Source: an optimization exercise on an open RTL-to-GDS flow (aim: a short achievable clock period and few clock cycles). Production flows keep margins and buffers that such runs may drop. In this exercise RTL edits were held to simulation tests only and were not proved equivalent to the original. Power figures rest on the tool's default switching activity, not on a simulated workload.

`flow/run.sh`:
```
#!/bin/bash
# synth_recipe.tcl (not shown) runs the flow's synth.tcl, then flattens the netlist and writes it again
# the make line also repeats each setting of config.mk as NAME=value (left out here)
make -C /OpenROAD-flow-scripts/flow DESIGN_CONFIG=/design/flow/config.mk WORK_HOME=/design/flow/orfs CLKGATE_MAP_FILE= SYNTH_SCRIPT=/design/flow/synth_recipe.tcl finish
```
`flow/config.mk`:
```
export PLATFORM = sky130hd
export DESIGN_NAME = OTTER_MCU
export DESIGN_NICKNAME = OTTER_MCU
export VERILOG_FILES = /design/flow/design.v
export SDC_FILE = /design/flow/constraint.sdc
export NUM_CORES = 4
export LEC_CHECK = 0
export ABC_CLOCK_PERIOD_IN_PS = 3000
export CAP_MARGIN = 20
export CORE_MARGIN = 2
export CORE_UTILIZATION = 40
export GPL_TIMING_DRIVEN = 1
export SETUP_SLACK_MARGIN = 5
export SLEW_MARGIN = 20
export TNS_END_PERCENT = 100
```
`flow/constraint.sdc`:
```
create_clock -name core_clock -period 11.0 [get_ports {CLK}]
set_input_delay 2.2000 -clock core_clock [delete_from_list [all_inputs] [get_ports {CLK}]]
set_output_delay 2.2000 -clock core_clock [all_outputs]
set_load 0.01 [all_outputs]
```
`flow/design.v`:
```
`timescale 1ns / 1ps
module REG_FILE(
    input clk,
    input [4:0] RF_ADR1,
    input [4:0] RF_ADR2,
    input RF_EN,
    input [4:0] RF_WA,
    input [31:0] RF_WD,
    output logic [31:0] RF_RS1,
    output logic [31:0] RF_RS2
    );
    logic [31:0] ram [1:31];
    assign RF_RS1 = (RF_ADR1 == 5'd0) ? 32'd0 : ram[RF_ADR1];
    assign RF_RS2 = (RF_ADR2 == 5'd0) ? 32'd0 : ram[RF_ADR2];
    always_ff @(posedge clk) begin
        if (RF_EN && RF_WA != 5'd0)
            ram[RF_WA] <= RF_WD;
    end
endmodule
`timescale 1ns / 1ps
module OTTER_MCU(
    input RST,
    input CLK,
    output [13:0] MEM_ADDR1,
    output MEM_RDEN1,
    input [31:0] MEM_DOUT1,
    output [13:0] MEM_ADDR2,
    output MEM_RDEN2,
    output MEM_WE2,
    output [3:0] MEM_BE2,
    output [31:0] MEM_DIN2,
    input [31:0] MEM_DOUT2
    );
    localparam NB = 4;           
    logic [31:0] fpc;            
    logic        stall;          
    logic        dv;             
    logic [31:0] dpc;
    logic        d_pred;         
    logic [NB-1:0] d_hit;
    logic [NB-1:0] bt_v;
    logic [29:0]   bt_tag [0:NB-1];
    logic [31:0]   bt_tgt [0:NB-1];
    logic [1:0]    bt_ptr;       
    logic        ev, e_pred;
    logic [NB-1:0] e_hit;
    logic [31:0] epc, e_a, e_b, e_sd, e_imm, e_toff;
    logic        e_lda, e_ldb;   
    logic        e_sub, e_f_add, e_f_sll, e_f_slt, e_f_sltu, e_f_xor, e_f_sr, e_sra,
                 e_f_or, e_f_and, e_f_link;
    logic        e_br, e_jal, e_jalr, e_load, e_store, e_wen;
    logic [2:0]  e_f3;
    logic [4:0]  e_rd;
    logic        mv, m_wen, m_load;
    logic [4:0]  m_rd;
    logic [31:0] m_res;
    logic [2:0]  m_f3;
    logic [1:0]  m_alo;
    assign MEM_ADDR1 = fpc[15:2];
    assign MEM_RDEN1 = ~stall;
    logic [NB-1:0] f_hit;
    logic [31:0]   f_ptgt;
    always_comb begin
        f_ptgt = 32'd0;
        for (int i = 0; i < NB; i++) begin
            f_hit[i] = bt_v[i] & (bt_tag[i] == fpc[31:2]);
            f_ptgt = f_ptgt | ({32{f_hit[i]}} & bt_tgt[i]);
        end
    end
    wire f_pred = |f_hit;
    wire [31:0] inst = MEM_DOUT1;
    wire [6:0] opc = inst[6:0];
    wire [2:0] f3  = inst[14:12];
    wire [4:0] rd  = inst[11:7];
    wire [4:0] rs1 = inst[19:15];
    wire [4:0] rs2 = inst[24:20];
    wire d_lui   = (opc == 7'b0110111);
    wire d_auipc = (opc == 7'b0010111);
    wire d_jal   = (opc == 7'b1101111);
    wire d_jalr  = (opc == 7'b1100111);
    wire d_br    = (opc == 7'b1100011);
    wire d_load  = (opc == 7'b0000011);
    wire d_store = (opc == 7'b0100011);
    wire d_opimm = (opc == 7'b0010011);
    wire d_op    = (opc == 7'b0110011);
    wire d_alu   = d_op | d_opimm;
    wire d_use1 = ~(d_lui | d_auipc | d_jal);
    wire d_use2 = d_br | d_store | d_op;
    wire d_wen  = (d_lui | d_auipc | d_jal | d_jalr | d_load | d_alu) & (rd != 5'd0);
    wire [31:0] imm_i = {{21{inst[31]}}, inst[30:20]};
    wire [31:0] imm_s = {{21{inst[31]}}, inst[30:25], inst[11:7]};
    wire [31:0] imm_b = {{20{inst[31]}}, inst[7], inst[30:25], inst[11:8], 1'b0};
    wire [31:0] imm_u = {inst[31:12], 12'd0};
    wire [31:0] imm_j = {{12{inst[31]}}, inst[19:12], inst[20], inst[30:21], 1'b0};
    wire [31:0] rf_a, rf_b;
    wire        rf_we;
    wire [31:0] rf_wd;
    REG_FILE reg_file(.clk(CLK), .RF_ADR1(rs1), .RF_ADR2(rs2), .RF_EN(rf_we),
        .RF_WA(m_rd), .RF_WD(rf_wd), .RF_RS1(rf_a), .RF_RS2(rf_b));
    wire d_fa_m = ev & e_wen & (rs1 == e_rd);
    wire d_fb_m = ev & e_wen & (rs2 == e_rd);
    wire d_fa_w = mv & m_wen & (rs1 == m_rd);
    wire d_fb_w = mv & m_wen & (rs2 == m_rd);
    wire ld_haz = ev & e_load & ((d_use1 & d_fa_m) | (d_use2 & d_fb_m));
    wire [31:0] sum = e_a + (e_sub ? ~e_b : e_b) + {31'd0, e_sub};
    wire        eq  = (e_a == e_b);
    wire        lt  = ($signed(e_a) < $signed(e_b));
    wire        ltu = (e_a < e_b);
    wire [4:0]  sh  = e_b[4:0];
    wire [31:0] sll = e_a << sh;
    wire [31:0] srv = $signed({e_sra & e_a[31], e_a}) >>> sh;
    wire [31:0] seq = epc + 32'd4;
    wire [31:0] res = ({32{e_f_add}}  & sum)
                    | ({32{e_f_sll}}  & sll)
                    | ({32{e_f_slt}}  & {31'd0, lt})
                    | ({32{e_f_sltu}} & {31'd0, ltu})
                    | ({32{e_f_xor}}  & (e_a ^ e_b))
                    | ({32{e_f_sr}}   & srv)
                    | ({32{e_f_or}}   & (e_a | e_b))
                    | ({32{e_f_and}}  & (e_a & e_b))
                    | ({32{e_f_link}} & seq);
    logic cond;
    always_comb begin
        case (e_f3[2:1])
            2'b00:   cond = eq;
            2'b10:   cond = lt;
            default: cond = ltu;
        endcase
        cond = cond ^ e_f3[0];
    end
    wire [31:0] agu  = e_a + e_imm;
    wire [31:0] btgt = epc + e_toff;
    wire [31:0] tgt  = e_jalr ? agu : btgt;
    wire taken    = e_jal | e_jalr | (e_br & cond);
    wire redirect = ev & ~stall & (taken ^ e_pred);
    wire bt_ins   = ev & ~stall & taken & ~e_pred & (e_br | e_jal);
    assign MEM_ADDR2 = agu[15:2];
    assign MEM_RDEN2 = ev & e_load;
    assign MEM_WE2   = ev & e_store & ~stall;
    logic [3:0] be;
    always_comb begin
        case (e_f3[1:0])
            2'b00:   be = 4'b0001 << agu[1:0];
            2'b01:   be = agu[1] ? 4'b1100 : 4'b0011;
            default: be = 4'b1111;
        endcase
    end
    assign MEM_BE2  = be;
    assign MEM_DIN2 = e_sd;
    logic [31:0] ld;
    always_comb begin
        logic [31:0] shd;
        shd = MEM_DOUT2 >> {m_alo, 3'b000};
        case (m_f3[1:0])
            2'b00:   ld = m_f3[2] ? {24'd0, shd[7:0]}  : {{24{shd[7]}}, shd[7:0]};
            2'b01:   ld = m_f3[2] ? {16'd0, shd[15:0]} : {{16{shd[15]}}, shd[15:0]};
            default: ld = MEM_DOUT2;
        endcase
    end
    assign rf_wd = m_load ? ld : m_res;
    assign rf_we = mv & m_wen;
    wire [31:0] fa = d_fa_m ? res : (d_fa_w ? rf_wd : rf_a);
    wire [31:0] fb = d_fb_m ? res : (d_fb_w ? rf_wd : rf_b);
    function automatic [31:0] repl(input [31:0] v, input [1:0] sz);
        case (sz)
            2'b00:   repl = {4{v[7:0]}};
            2'b01:   repl = {2{v[15:0]}};
            default: repl = v;
        endcase
    endfunction
    always_ff @(posedge CLK) begin
        if (RST) begin
            fpc    <= 32'd0;
            dv     <= 1'b0;
            ev     <= 1'b0;
            mv     <= 1'b0;
            stall  <= 1'b0;
            bt_v   <= '0;
            bt_ptr <= '0;
        end else begin
            mv <= ev & ~stall;
            if (stall) begin
                stall <= 1'b0;
            end else begin
                ev    <= dv & ~redirect;
                stall <= dv & ~redirect & ld_haz;
                if (redirect) begin
                    fpc <= taken ? tgt : seq;
                    dv  <= 1'b0;
                end else begin
                    fpc <= f_pred ? f_ptgt : fpc + 32'd4;
                    dv  <= 1'b1;
                end
                if (bt_ins) begin
                    bt_v[bt_ptr] <= 1'b1;
                    bt_ptr <= bt_ptr + 1'b1;
                end else if (ev & e_pred & ~taken) begin
                    bt_v <= bt_v & ~e_hit;
                end
            end
        end
    end
    always_ff @(posedge CLK) begin
        m_wen  <= e_wen;
        m_load <= e_load;
        m_rd   <= e_rd;
        m_res  <= res;
        m_f3   <= e_f3;
        m_alo  <= agu[1:0];
        if (bt_ins) begin
            bt_tag[bt_ptr] <= epc[31:2];
            bt_tgt[bt_ptr] <= btgt;
        end
        if (stall) begin
            if (e_lda) e_a <= rf_wd;
            if (e_ldb) begin
                e_b  <= rf_wd;
                e_sd <= repl(rf_wd, e_f3[1:0]);
            end
            e_lda <= 1'b0;
            e_ldb <= 1'b0;
        end else begin
            if (!redirect) begin
                dpc    <= fpc;
                d_pred <= f_pred;
                d_hit  <= f_hit;
            end
            epc      <= dpc;
            e_pred   <= d_pred;
            e_hit    <= d_hit;
            e_a      <= d_lui ? 32'd0 : (d_auipc ? dpc : fa);
            e_b      <= (d_op | d_br | d_store) ? fb : (d_lui | d_auipc) ? imm_u : imm_i;
            e_sd     <= repl(fb, f3[1:0]);
            e_imm    <= d_store ? imm_s : imm_i;
            e_toff   <= d_br ? imm_b : imm_j;
            e_lda    <= d_use1 & d_fa_m;
            e_ldb    <= d_use2 & d_fb_m;
            e_sub    <= d_op & (f3 == 3'b000) & inst[30];
            e_f_add  <= (d_alu & (f3 == 3'b000)) | d_lui | d_auipc;
            e_f_sll  <= d_alu & (f3 == 3'b001);
            e_f_slt  <= d_alu & (f3 == 3'b010);
            e_f_sltu <= d_alu & (f3 == 3'b011);
            e_f_xor  <= d_alu & (f3 == 3'b100);
            e_f_sr   <= d_alu & (f3 == 3'b101);
            e_sra    <= inst[30];
            e_f_or   <= d_alu & (f3 == 3'b110);
            e_f_and  <= d_alu & (f3 == 3'b111);
            e_f_link <= d_jal | d_jalr;
            e_br     <= d_br & (f3[2:1] != 2'b01);
            e_jal    <= d_jal;
            e_jalr   <= d_jalr;
            e_load   <= d_load;
            e_store  <= d_store;
            e_wen    <= d_wen;
            e_f3     <= f3;
            e_rd     <= rd;
        end
    end
endmodule
```
==> summary.txt <==
[stage by stage]
stage          std cells  power (W)
5_1_grt             8913    0.01462
3_5_place_dp        8602   0.008795
2_1_floorplan       5931   0.007969
6_report            8916    0.01426
3_3_place_gp        8602   0.008787
4_1_cts             8906    0.01425
[critical path: stages, from the launching register on]
cell and delay (ns):
edfxtp_1 0.42, buf_4 0.27, ha_2 0.43, o21ai_0 0.18
o21ai_1 0.28, nand4_1 0.27, and2_2 0.30, xnor2_4 0.25
clkdlybuf4s50_1 0.59
[area by class of cell]
| cell class | count | area (um^2) | area share [%] |
|---|---|---|---|
| Clock inverter | 103 | 1007 | 1.071 |
| Antenna cell | 4 | 10.01 | 0.01065 |
| Inverter | 184 | 698.2 | 0.7426 |
| Tap cell | 2788 | 3488 | 3.710 |
| Timing Repair Buffer | 346 | 3038 | 3.231 |
| Multi-Input combinational cell | 3749 | 35940 | 38.22 |
| Sequential cell | 1547 | 45580 | 48.48 |
| Clock buffer | 195 | 4263 | 4.534 |
[layout by cell type (no fill, tap or decap), types with 70 or more instances in the layout]
cell / Yosys / routed
xor2_1: 106 / 105
o21ai_0: 202 / 201
edfxtp_1: 1459 / 1459
clkdlybuf4s50_1: 0 / 118
nor2_1: 371 / 337
mux2i_1: 215 / 215
mux4_2: 610 / 610
inv_1: 181 / 178
nand4_1: 71 / 71
a22oi_1: 83 / 83
ha_1: 195 / 191
nand2_1: 323 / 323
dfxtp_1: 88 / 86
buf_4: 50 / 207
clkbuf_16: 0 / 166
a211oi_1: 84 / 81
xnor2_1: 187 / 180
nand3_1: 70 / 70
a21oi_1: 332 / 319
[worst max path at each step]
stage / start / end / slack [ns] / cells past startpoint
6_report: e_a[4] / MEM_ADDR2[12] / 4.93 / 8
5_1_grt: e_a[4] / MEM_ADDR2[12] / 4.91 / 8
4_1_cts: e_a[1] / MEM_ADDR2[10] / 4.86 / 8
3_5_place_dp: MEM_DOUT1[20] / e_sd[10] / 4.56 / 10
3_3_place_gp: MEM_DOUT1[22] / e_sd[10] / 4.49 / 11
2_1_floorplan: stall / MEM_RDEN1 / 5.51 / 3
[timing repair]
item | CTS | global route
setup buffers | 6 | 2
pin swaps | 4 | 3
resized for setup | 20 | 9
endpoints found under the setup margin | 42 | 118
[layer usage]
layer | global-route usage, % | share of wire [%] | vias to the layer above
met4 | 15.88 | 6.1 | 8
met5 | 0 | 0.015 | -
li1 | - | - | 23884
met2 | 44.80 | 44 | 3996
met3 | 6.667 | 11 | 716
met1 | 40.77 | 38 | 30496
[synth_stat cells (22+ instances only)]
cell type / count
edfxtp_1: 1459
a22oi_1: 83
a21oi_1: 332
nand4_1: 71
xor2_1: 106
buf_2: 108
buf_1: 49
a221oi_1: 56
nand3_1: 70
nor2_1: 371
o221ai_1: 35
nor2b_1: 27
mux4_2: 610
o21a_1: 34
clkbuf_1: 232
a21o_1: 59
dfxtp_1: 88
o211ai_1: 59
nor4_1: 30
o21ai_0: 202
nand2_1: 323
xnor2_1: 187
o22ai_1: 40
and3_1: 28
ha_1: 195
and2_1: 22
nor3_1: 56
mux2i_1: 215
buf_4: 50
inv_1: 181
a31oi_1: 43
a211oi_1: 84
mux2_2: 49
[kinds of logic after synthesis]
| logic type | Yosys count | share of synthesized area (%) |
|---|---|---|
| AO/OA/AOI/OAI | 1279 | 10.29 |
| AND/OR/NAND/NOR | 1102 | 6.188 |
| buffers and inverters | 635 | 3.349 |
| adder cells (fa/ha/maj) | 198 | 2.985 |
| XOR/XNOR | 293 | 3.064 |
| multiplexers | 877 | 19.71 |
| flip-flops | 1547 | 54.41 |
[flip-flops by register name (all words and copies together) (netlist names), 2 cells and up]
name / cells
bt_ptr: 2
bt_tag: 120
bt_tgt: 128
bt_v: 4
d_hit: 4
dpc: 32
e_a: 32
e_b: 32
e_f3: 3
e_hit: 4
e_imm: 11
e_rd: 5
e_sd: 32
e_toff: 14
epc: 32
fpc: 32
m_alo: 2
m_f3: 3
m_rd: 5
m_res: 32
reg_file.ram: 992
[report_power, final]
part	internal, W	total [W]	switching (W)
combinational	0.000831	0.00215	0.00132
sequential	0.00648	0.00662	0.000140
clock	0.00306	0.00549	0.00243
==> metrics.md <==
| Metric | Value |
|---|---|
| Root Driver | `clkbuf_16` |
| Critical R2R Launch | `e_a[21]` |
| Flops & latches, synth | `1547` |
| FF-to-FF End | `bt_tag[1][22]` |
| Critical path launch point type | `flip-flop` |
| Core footprint | `0.2077 mm^2` |
| CTS Buffer Depth | `3` |
| IO Count | `133` |
| Avg Vias per Cell | `6.629` |
| Clock skew | `0.06848 ns` |
| Mapped Avg Cell Area | `14.12 um^2` |
| Part of the cycle the worst path needs | `55.14%` |
| Routed len/inst | `36.28 um` |
| FF-to-FF setup slack | `5.12 ns` |
| Largest net degree at the start of global routing | `112` |
| Netlist cell types | `103` |
| Drt initial violations | `9366` |
| First-pass GRT wire length | `445.5 mm` |
| Hold path start | `e_load` |
| Post-Route Hold Slack | `0.3798 ns` |
| Run status | `complete, no violations` |
| Finished Core Util | `45.27%` |
| Fin. max-slew vios | `0` |
| Top post-synthesis cells by area | `edfxtp_1 52%, mux4_2 16%, ha_1 2.9%, mux2i_1 2.6%, dfxtp_1 2.1%` |
| Syn Nets | `6195` |
| Final instance area | `0.09402 mm^2` |
| Nets@finish | `6258` |
| Hold path depth | `0` |
| Main synth FF type | `edfxtp_1` |
| Placed instance area | `0.08848 mm^2` |
| Yosys warns | `2` |
| EDFF count, synth | `1459` |
| Hold Vio Cnt, Final | `0` |
| Worst Path Arrival | `3.87 ns` |
| DP Wirelength | `213.6 mm` |
| Post-synth top area cell | `edfxtp_1` |
| Worst-Margin Slew | `1.244 ns` |
| Top cell type's share of synthesized area | `52.31%` |
| Sequential fraction of the synthesis area | `54.41%` |
| WP data required | `8.80 ns` |
| Critical path fanouts, max | `13` |
| Final Setup Violations | `0` |
| DRC errors left | `0` |
| Die area | `0.2131 mm^2` |
| Cells after Synth | `5931` |
| Worst Setup End Kind | `output pin` |
| Worst setup margin | `4.935 ns` |
| Remaining antenna violation count | `0` |
| Hold Crit Class | `flip-flop to flip-flop` |
| Proportion of layout cells with a drive suffix above 1 | `20.41%` |
| CTS Buf Count | `166` |
| Power per standard cell area | `151.6 mW/mm^2` |
| Placer Congestion | `1.008` |
| Routed vias | `59100` |
| Drt pass-1 iters | `8` |
| Syn-to-layout area delta | `12.25%` |
| RSZ-0062 raised after global routing | `true` |
| FF-to-FF path depth | `13` |
| Routed Wire Length | `323.5 mm` |
| Number of clock sinks | `1547` |
| Setup TNS | `0 ns` |
| GRT Residual Overflow | `0` |
| Placement Rows | `167` |
| Die Y | `461.6 um` |
| Peak VDD IR | `0.0001774 V` |
| DP Worst Slack | `4.556 ns` |
| Tmin final | `6.065 ns` |
| Pleak | `32.17 nW` |
| Initial core utilization | `40.33%` |
| Clock transition at the registers of the reported paths | `0.07 ns` |
| Worst skew pair latency | `0.84 ns` |
| Die Wd | `461.6 um` |
| CTS tree | `built` |
| Htree depth | `4` |
| Max Clk Rate | `164.9 MHz` |
| Type of the worst setup path | `flip-flop to output pin` |
| Fillers | `18221` |
| Initial antenna violation count | `16` |
| Max Cap Violations | `0` |
| Post-synthesis cell area | `0.08376 mm^2` |
| PortBufs | `132` |
| Hold Crit Endpoint | `m_load` |
| Cts hold-fix bufs | `0` |
| Slew headroom | `16.69%` |
| Fraction of registers with async set/reset | `0%` |
| Vias in the first global route | `56065` |
| GR Util All Layers | `29.93%` |
Testbench counts, summed over its fixed seeds: cycles 63,114.

## afterwards: timing with drivers on the ports
In the flow no input, the clock included, has a driving cell. The finished layout below was timed again as built, in two steps. Step 1 sets driving cells, clkbuf_16 on the clock port and buf_2 on the other inputs (assumed; they add their load-dependent delay and slew). Step 2 moves the port delays by t, midway between the first and last clock arrival at a register: inputs arrive t later, outputs are due t later. That takes back most of the time a late clock gives input paths. Slacks: ideal / step 1 / step 2; pairs: ideal / step 1.
t (ns): 0.896
setup slack, ns: 4.935 / 4.850 / 4.496
latest minus earliest clock arrival (ns): 0.088 / 0.088
worst slew at a driven data input, ns: 0.14
cell pins on the clock port's net: 1
After both steps setup and hold are still met in this run. The setup slack of this run moves by -0.085 ns with the drivers and by -0.439 ns with both steps.
